This design comes from an exercise in tuning for small area and a short achievable clock period on the open sky130 flow, not from production work.
In this exercise RTL edits were held to simulation tests only and were not proved equivalent to the original.
The clock port is modelled as an ideal driver, which makes a skipped or thinned clock tree look cheaper than it is; a real chip needs a root buffer or a tree.
No activity file was given, so power comes from the tool's default toggle rates.

==> flow/design.v <==
module FIFO(
	input [7:0] DATA_IN,
	input READ, WRITE, CLEAR_N, RESET_N, CLOCK,
	output reg [7:0] DATA_OUT,
	output reg [4:0] USE_DW,
	output reg F_FULL_N, F_EMPTY_N
);
reg [255:0] sr;       
reg [7:0]   pd;       
reg         pv;       
reg [31:0]  sel;      
reg [31:0]  rd;        
reg [3:0]   rdq;       
reg         rdp;      
wire rst_n = RESET_N & CLEAR_N;
wire rst   = ~rst_n;
wire wa = WRITE & (READ ? F_EMPTY_N : F_FULL_N);
wire rr = READ & F_EMPTY_N;
always @(posedge CLOCK) begin
	pd <= DATA_IN;
	pv <= wa & ~rst;
end
always @(posedge CLOCK)
	if (pv)
		sr <= {sr[247:0], pd};
wire [31:0] sel_r1 = ({32{pv}} & sel) | ({32{~pv}} & {sel[0], sel[31:1]});    
wire [31:0] sel_r0 = ({32{pv}} & {sel[30:0], sel[31]}) | ({32{~pv}} & sel);   
always @(posedge CLOCK)
	sel <= ({32{rst_n}} & (({32{rr}} & sel_r1) | ({32{~rr}} & sel_r0))) | {rst, 31'd0};
reg [31:0] oldest;
integer s, q;
always @* begin
	oldest = 32'd0;
	for (s = 0; s < 32; s = s + 1)
		oldest[8*(s/8) +: 8] = oldest[8*(s/8) +: 8] | ({8{sel[s]}} & sr[8*s +: 8]);
end
always @(posedge CLOCK) begin
	rd <= oldest;
	for (q = 0; q < 4; q = q + 1)
		rdq[q] <= |sel[8*q +: 8];
	rdp <= pv & sel[31];
end
reg [7:0] rdsel;
always @* begin
	rdsel = 8'd0;
	for (q = 0; q < 4; q = q + 1)
		rdsel = rdsel | ({8{rdq[q]}} & rd[8*q +: 8]);
end
always @(posedge CLOCK)
	if (~F_EMPTY_N & WRITE & READ)
		DATA_OUT <= DATA_IN;
	else if (rdp)
		DATA_OUT <= sr[7:0];
	else
		DATA_OUT <= rdsel;
wire inc = WRITE & ~READ & F_FULL_N;
wire dec = READ & ~WRITE & F_EMPTY_N;
always @(posedge CLOCK)
	if (rst) begin
		USE_DW    <= 5'd0;
		F_FULL_N  <= 1'b1;
		F_EMPTY_N <= 1'b0;
	end else if (inc) begin
		USE_DW    <= USE_DW + 5'd1;
		F_FULL_N  <= ~(USE_DW == 5'd31);
		F_EMPTY_N <= 1'b1;
	end else if (dec) begin
		USE_DW    <= USE_DW - 5'd1;
		F_FULL_N  <= 1'b1;
		F_EMPTY_N <= ~(USE_DW == 5'd1 && F_FULL_N);
	end
endmodule
clock: 2.5 ns
lec_check: 0
cap_margin: 20
core_margin: 2
core_utilization: 60
cts_buf_list: sky130_fd_sc_hd__clkbuf_8
cts_cluster_diameter: 60
cts_cluster_size: 18
setup_slack_margin: 1.1
slew_margin: 20
standard.sh (not shown) runs the stock make flow with config.mk's settings and CLKGATE_MAP_FILE= SYNTH_SCRIPT=/design/flow/synth_recipe.tcl, a recipe that flattens the netlist after the stock synthesis.
==> flow/flow/run.sh <==
#!/bin/bash
# Standard ORFS layout, except that the clock tree is built by manual_cts.tcl:
# a two-level inverter tree (one root inverter, one leaf inverter per cluster
# of flip-flops) in place of TritonCTS's buffer tree.
set -euo pipefail
here=$(cd "$(dirname "$0")" && pwd)
export PRE_CTS_TCL="$here/manual_cts.tcl"
export PRE_RESIZE_TCL="$here/max_fanout.tcl"
export BUFFER_PORTS_ARGS="-buffer_cell sky130_fd_sc_hd__buf_2"
bash standard.sh > standard.log 2>&1
==> flow/flow/manual_cts.tcl <==
# Sourced by ORFS's cts.tcl (PRE_CTS_TCL hook). Replaces clock_tree_synthesis
# with a two-level inverter tree: the clock port drives a few root inverters,
# which drive one leaf inverter per k-means cluster of flip-flops.

proc mcts_outpin {inst} {
  foreach it [$inst getITerms] {
    if {[$it isOutputSignal]} { return $it }
  }
}

# k-means of points (xs, ys) into K clusters of at most capf * n / K points,
# seeded along x. Returns {assign cx cy cnt}.
proc mcts_kmeans {xs ys K capf} {
  set n [llength $xs]
  set order [lsort -real -indices $xs]
  set cx {}
  set cy {}
  for {set k 0} {$k < $K} {incr k} {
    set i [lindex $order [expr {int(($k + 0.5) * $n / $K)}]]
    lappend cx [lindex $xs $i]
    lappend cy [lindex $ys $i]
  }
  set cap [expr {int(ceil($capf * $n / $K))}]
  for {set iter 0} {$iter < 40} {incr iter} {
    set pairs {}
    for {set i 0} {$i < $n} {incr i} {
      for {set k 0} {$k < $K} {incr k} {
        set d [expr {abs([lindex $xs $i] - [lindex $cx $k]) + abs([lindex $ys $i] - [lindex $cy $k])}]
        lappend pairs [list $d $i $k]
      }
    }
    set pairs [lsort -real -index 0 $pairs]
    set assign [lrepeat $n -1]
    set cnt [lrepeat $K 0]
    foreach p $pairs {
      lassign $p d i k
      if {[lindex $assign $i] >= 0} continue
      if {[lindex $cnt $k] >= $cap} continue
      lset assign $i $k
      lset cnt $k [expr {[lindex $cnt $k] + 1}]
    }
    set sx [lrepeat $K 0.0]
    set sy [lrepeat $K 0.0]
    for {set i 0} {$i < $n} {incr i} {
      set k [lindex $assign $i]
      lset sx $k [expr {[lindex $sx $k] + [lindex $xs $i]}]
      lset sy $k [expr {[lindex $sy $k] + [lindex $ys $i]}]
    }
    for {set k 0} {$k < $K} {incr k} {
      if {[lindex $cnt $k] > 0} {
        lset cx $k [expr {[lindex $sx $k] / [lindex $cnt $k]}]
        lset cy $k [expr {[lindex $sy $k] / [lindex $cnt $k]}]
      }
    }
  }
  return [list $assign $cx $cy $cnt]
}

# The clock port drives R root inverters; each drives a group of leaf
# inverters; each leaf inverter drives one cluster of about S flip-flops.
proc mcts_build {S R root_cell leaf_cell} {
  set block [ord::get_db_block]
  set db [ord::get_db]
  set clk_net [$block findNet CLOCK]
  set sinks {}
  set xs {}
  set ys {}
  foreach it [$clk_net getITerms] {
    set inst [$it getInst]
    set bb [$inst getBBox]
    lappend sinks $it
    lappend xs [expr {([$bb xMin] + [$bb xMax]) / 2.0}]
    lappend ys [expr {([$bb yMin] + [$bb yMax]) / 2.0}]
  }
  set n [llength $sinks]
  set K [expr {max($R, int(round(double($n) / $S)))}]
  lassign [mcts_kmeans $xs $ys $K 1.1] assign cx cy cnt
  puts "manual CTS: $n sinks in $K clusters of $cnt"
  lassign [mcts_kmeans $cx $cy $R 1.0] rassign rx ry rcnt
  puts "manual CTS: $R roots driving $rcnt leaves"
  set rootm [$db findMaster $root_cell]
  set leafm [$db findMaster $leaf_cell]
  set rnets {}
  for {set r 0} {$r < $R} {incr r} {
    set root [odb::dbInst_create $block $rootm clkinv_root_$r]
    $root setLocation [expr {int([lindex $rx $r])}] [expr {int([lindex $ry $r])}]
    $root setPlacementStatus PLACED
    set rnet [odb::dbNet_create $block clknet_root_$r]
    $rnet setSigType CLOCK
    [$root findITerm A] connect $clk_net
    [mcts_outpin $root] connect $rnet
    lappend rnets $rnet
  }
  for {set k 0} {$k < $K} {incr k} {
    set b [odb::dbInst_create $block $leafm clkinv_leaf_$k]
    $b setLocation [expr {int([lindex $cx $k])}] [expr {int([lindex $cy $k])}]
    $b setPlacementStatus PLACED
    set net [odb::dbNet_create $block clknet_leaf_$k]
    $net setSigType CLOCK
    [$b findITerm A] connect [lindex $rnets [lindex $rassign $k]]
    [mcts_outpin $b] connect $net
    for {set i 0} {$i < $n} {incr i} {
      if {[lindex $assign $i] == $k} {
        set it [lindex $sinks $i]
        $it disconnect
        $it connect $net
      }
    }
  }
  global_connect
}

set ::mcts_S 20
set ::mcts_R 2
set ::mcts_root sky130_fd_sc_hd__inv_16
set ::mcts_leaf sky130_fd_sc_hd__clkinv_8

# cts.tcl calls repair_clock_inverters and then clock_tree_synthesis after
# this hook; build the tree in place of the latter.
proc clock_tree_synthesis {args} {
  mcts_build $::mcts_S $::mcts_R $::mcts_root $::mcts_leaf
  set_propagated_clock [all_clocks]
}
Other scripts of this flow, unchanged in this note and not shown: flow/flow/max_fanout.tcl
The baseline completed without violations.
Change:
--- a/flow/flow/manual_cts.tcl
+++ b/flow/flow/manual_cts.tcl
@@ -114 +114 @@
-set ::mcts_R 2
+set ::mcts_R 3
- The new run finished with timing, DRC and antenna clean
- sequential power stays flat
- global-route usage stays flat
- hold slack is about the same
- via count grows slightly
- wire length grows slightly
- sequential share of layout area shrinks by 0.74 points
- die area is unchanged
- clock skew shrinks by 0.011 ns
No run of this note takes its clock network from TritonCTS; it comes from the design's own scripts or RTL.


Another version of the RTL of FIFO (not shown whole).
Size in the first run: ~690 cells after synthesis, roughly 280 flip-flops, ~28 I/O pins.
export LEC_CHECK = 0
export CAP_MARGIN = 20
export CORE_MARGIN = 2
export CORE_UTILIZATION = 40
export SETUP_SLACK_MARGIN = 0.8
export SLEW_MARGIN = 20
create_clock -name core_clock -period 2.5 [get_ports {CLOCK}]
run.sh (not shown) runs the stock make flow with config.mk's settings and CLKGATE_MAP_FILE= SYNTH_SCRIPT=/design/flow/synth_recipe.tcl, a recipe that flattens the netlist after the stock synthesis.
Stock flow here: none of the scripts above is used.
Next try:
- SETUP_SLACK_MARGIN: 0.8 -> unset
Result: Total power falls by a few percent; final cell count shrinks slightly; count of clock-buffer cells in the layout drops by 4; wire length shrinks by a few percent; die area stays the same; core utilization falls by 2.1 points; critical path depth drops by 6; cell area drops by a few percent; non-clock buffer count went down by 19.
Next try:
- SETUP_SLACK_MARGIN: unset -> 1.2
The changed run finished clean.
Worst setup slack is better by 260 ps.
Register-to-register slack gains 200 ps.
Final cell count came out higher by about 10%.
Area after synthesis is unchanged.
Power is higher by about 4%.
Core utilization rose by 8.4 points.
Via count is higher by 11%.


north:
Another version of the RTL of FIFO (not shown whole).
For scale: roughly 720 cells after synthesis, about 330 flip-flops, ~28 I/O pins, about 12000 um^2 of cells after synthesis.
==> flow/config.mk <==
export PLATFORM = sky130hd
export DESIGN_NAME = FIFO
export DESIGN_NICKNAME = FIFO
export VERILOG_FILES = /design/flow/design.v
export SDC_FILE = /design/flow/constraint.sdc
export NUM_CORES = 4
export LEC_CHECK = 0
export CAP_MARGIN = 20
export CORE_MARGIN = 2
export CORE_UTILIZATION = 60
export CTS_BUF_LIST = sky130_fd_sc_hd__clkbuf_8
export CTS_CLUSTER_DIAMETER = 60
export CTS_CLUSTER_SIZE = 18
export SETUP_SLACK_MARGIN = 1.0
export SLEW_MARGIN = 20
==> flow/constraint.sdc <==
create_clock -name core_clock -period 2.5 [get_ports {CLOCK}]
set_input_delay 0.5000 -clock core_clock [delete_from_list [all_inputs] [get_ports {CLOCK}]]
set_output_delay 0.5000 -clock core_clock [all_outputs]
set_load 0.01 [all_outputs]
standard.sh (not shown) runs the stock make flow with config.mk's settings and CLKGATE_MAP_FILE= SYNTH_SCRIPT=/design/flow/synth_recipe.tcl, a recipe that flattens the netlist after the stock synthesis.
==> flow/flow/run.sh <==
#!/bin/bash
# Standard ORFS layout, except that the clock tree is built by manual_cts.tcl:
# a two-level inverter tree (one root inverter, one leaf inverter per cluster
# of flip-flops) in place of TritonCTS's buffer tree.
set -euo pipefail
here=$(cd "$(dirname "$0")" && pwd)
export PRE_CTS_TCL="$here/manual_cts.tcl"
export BUFFER_PORTS_ARGS="-buffer_cell sky130_fd_sc_hd__buf_2"
bash standard.sh > standard.log 2>&1
Other scripts of this flow, unchanged in this note and not shown: flow/flow/manual_cts.tcl
What south does differently from north at the input level:
-- flow/flow/run.sh --
<<< north, line 8
export BUFFER_PORTS_ARGS="-buffer_cell sky130_fd_sc_hd__buf_2"
>>> south, line 8
Notes after the runs:
[compare] base=north new=south: standard cell area after detailed placement increased 180 um^2; setup slack increased 0.082 ns.
The lower biggest cell delay along the critical path of north and south is in south.
Any difference in power between south and north is small enough to ignore.
south vs. north: data arrival time of the worst path lost 0.12 ns; count of fill cells added during filler insertion lost 0.79%.
Looking at post-route clock period utilization, south sits below north.
south gives more cell area than north did.
The flow did not stop early for south: all stages ran, and the layout cleared the timing, design-rule and antenna checks.
Input changes introduced in east (baseline for comparison: south):
-- flow/flow/run.sh --
<<< south, line 8
>>> east, line 8
export PRE_RESIZE_TCL="$here/max_fanout.tcl"
export BUFFER_PORTS_ARGS="-buffer_cell sky130_fd_sc_hd__buf_2"
==> flow/flow/max_fanout.tcl (new file) <==
# Sourced by ORFS's resize.tcl (PRE_RESIZE_TCL hook) before repair_design:
# a fanout limit makes repair_design build buffer trees for the wide nets
# (the shift enable of the storage, the read selects).
set_max_fanout 20 [current_design]
==> comparison <==
east reached the end of the flow, and the finished layout is clean on the timing, design-rule and antenna checks. Against south, east comes in 0.066 ns lower on setup slack. Taking south as the reference, in east worst setup slack after placement now sits lower, area of all placed cells without fillers now sits higher.
For west, these inputs were changed with respect to east:
# east
export LEC_CHECK = 0
export CAP_MARGIN = 20
export CORE_MARGIN = 2
export CORE_UTILIZATION = 60
export CTS_BUF_LIST = sky130_fd_sc_hd__clkbuf_8
export CTS_CLUSTER_DIAMETER = 60
export CTS_CLUSTER_SIZE = 18
export SETUP_SLACK_MARGIN = 1.0
export SLEW_MARGIN = 20
create_clock -name core_clock -period 2.5 [get_ports {CLOCK}]
# west
export LEC_CHECK = 0
export CAP_MARGIN = 20
export CORE_MARGIN = 2
export CORE_UTILIZATION = 60
export CTS_BUF_LIST = sky130_fd_sc_hd__clkbuf_8
export CTS_CLUSTER_DIAMETER = 60
export CTS_CLUSTER_SIZE = 18
export SETUP_SLACK_MARGIN = 1.3
export SLEW_MARGIN = 20
create_clock -name core_clock -period 2.5 [get_ports {CLOCK}]
-- flow/flow/run.sh --
<<< east, line 8
export PRE_RESIZE_TCL="$here/max_fanout.tcl"
export BUFFER_PORTS_ARGS="-buffer_cell sky130_fd_sc_hd__buf_2"
>>> west, line 8
removed: flow/flow/max_fanout.tcl
==> comparison <==
Relative to east, the instance count after placement with tap cells included measured on west has decreased slightly. Summary of west over east: switching power share of the total higher; maximum single-stage delay on the critical path higher; cell area higher. The run with more routed wire is west, not east. Between east and west, the flow reports total chip power increasing slightly. The combined area of the multi-input logic cells of west is higher than that of east. From east to west the numbers moved as follows: clock latency on the worst-skew pair about even, share of the final layout cell area in sequential cells down 6.7 points.
In every run of this note, the design's own scripts or RTL, not TritonCTS, make the clock network.

-- static timing again, ports no longer ideal --
The flow's constraints put no driver on any port. The routed layouts listed below were extracted and timed again, unchanged, in two steps. Step 1 sets driving cells, clkbuf_16 on the clock port and buf_2 on the other inputs (assumed; they add their load-dependent delay and slew). Step 2, shift: input delay + t, output delay - t, t = (earliest + latest rising clock arrival at the registers) / 2. This alone moves slack from input paths to output paths. Slacks: no drivers / after step 1 / after step 2; pairs: no drivers / after step 1.
run	t (ns)	setup WS [ns]	hold slack, ns
the first run of note 1	0.287	1.060 / 1.016 / 0.863	0.409 / 0.341 / 0.409
the second run of note 1	0.301	1.092 / 1.004 / 0.902	0.408 / 0.340 / 0.408
the first run of note 2	0.599	0.363 / 0.363 / 0.313	0.432 / 0.432 / 0.432
the second run of note 2	0.593	0.048 / -0.001 / 0.107	0.442 / 0.442 / 0.442
the third run of note 2	0.587	0.308 / 0.308 / 0.308	0.448 / 0.448 / 0.448
north	0.300	0.950 / 0.996 / 0.770	0.406 / 0.330 / 0.407
south	0.297	1.032 / 0.991 / 0.848	0.404 / 0.404 / 0.404
east	0.294	0.967 / 1.012 / 0.791	0.408 / 0.335 / 0.409
west	0.299	0.975 / 1.034 / 0.800	0.406 / 0.406 / 0.406
After both steps setup and hold are still met in every run listed. For the first run of note 1, which loses most, drivers alone change the setup slack by -0.044 ns; drivers and shift together by -0.197 ns.
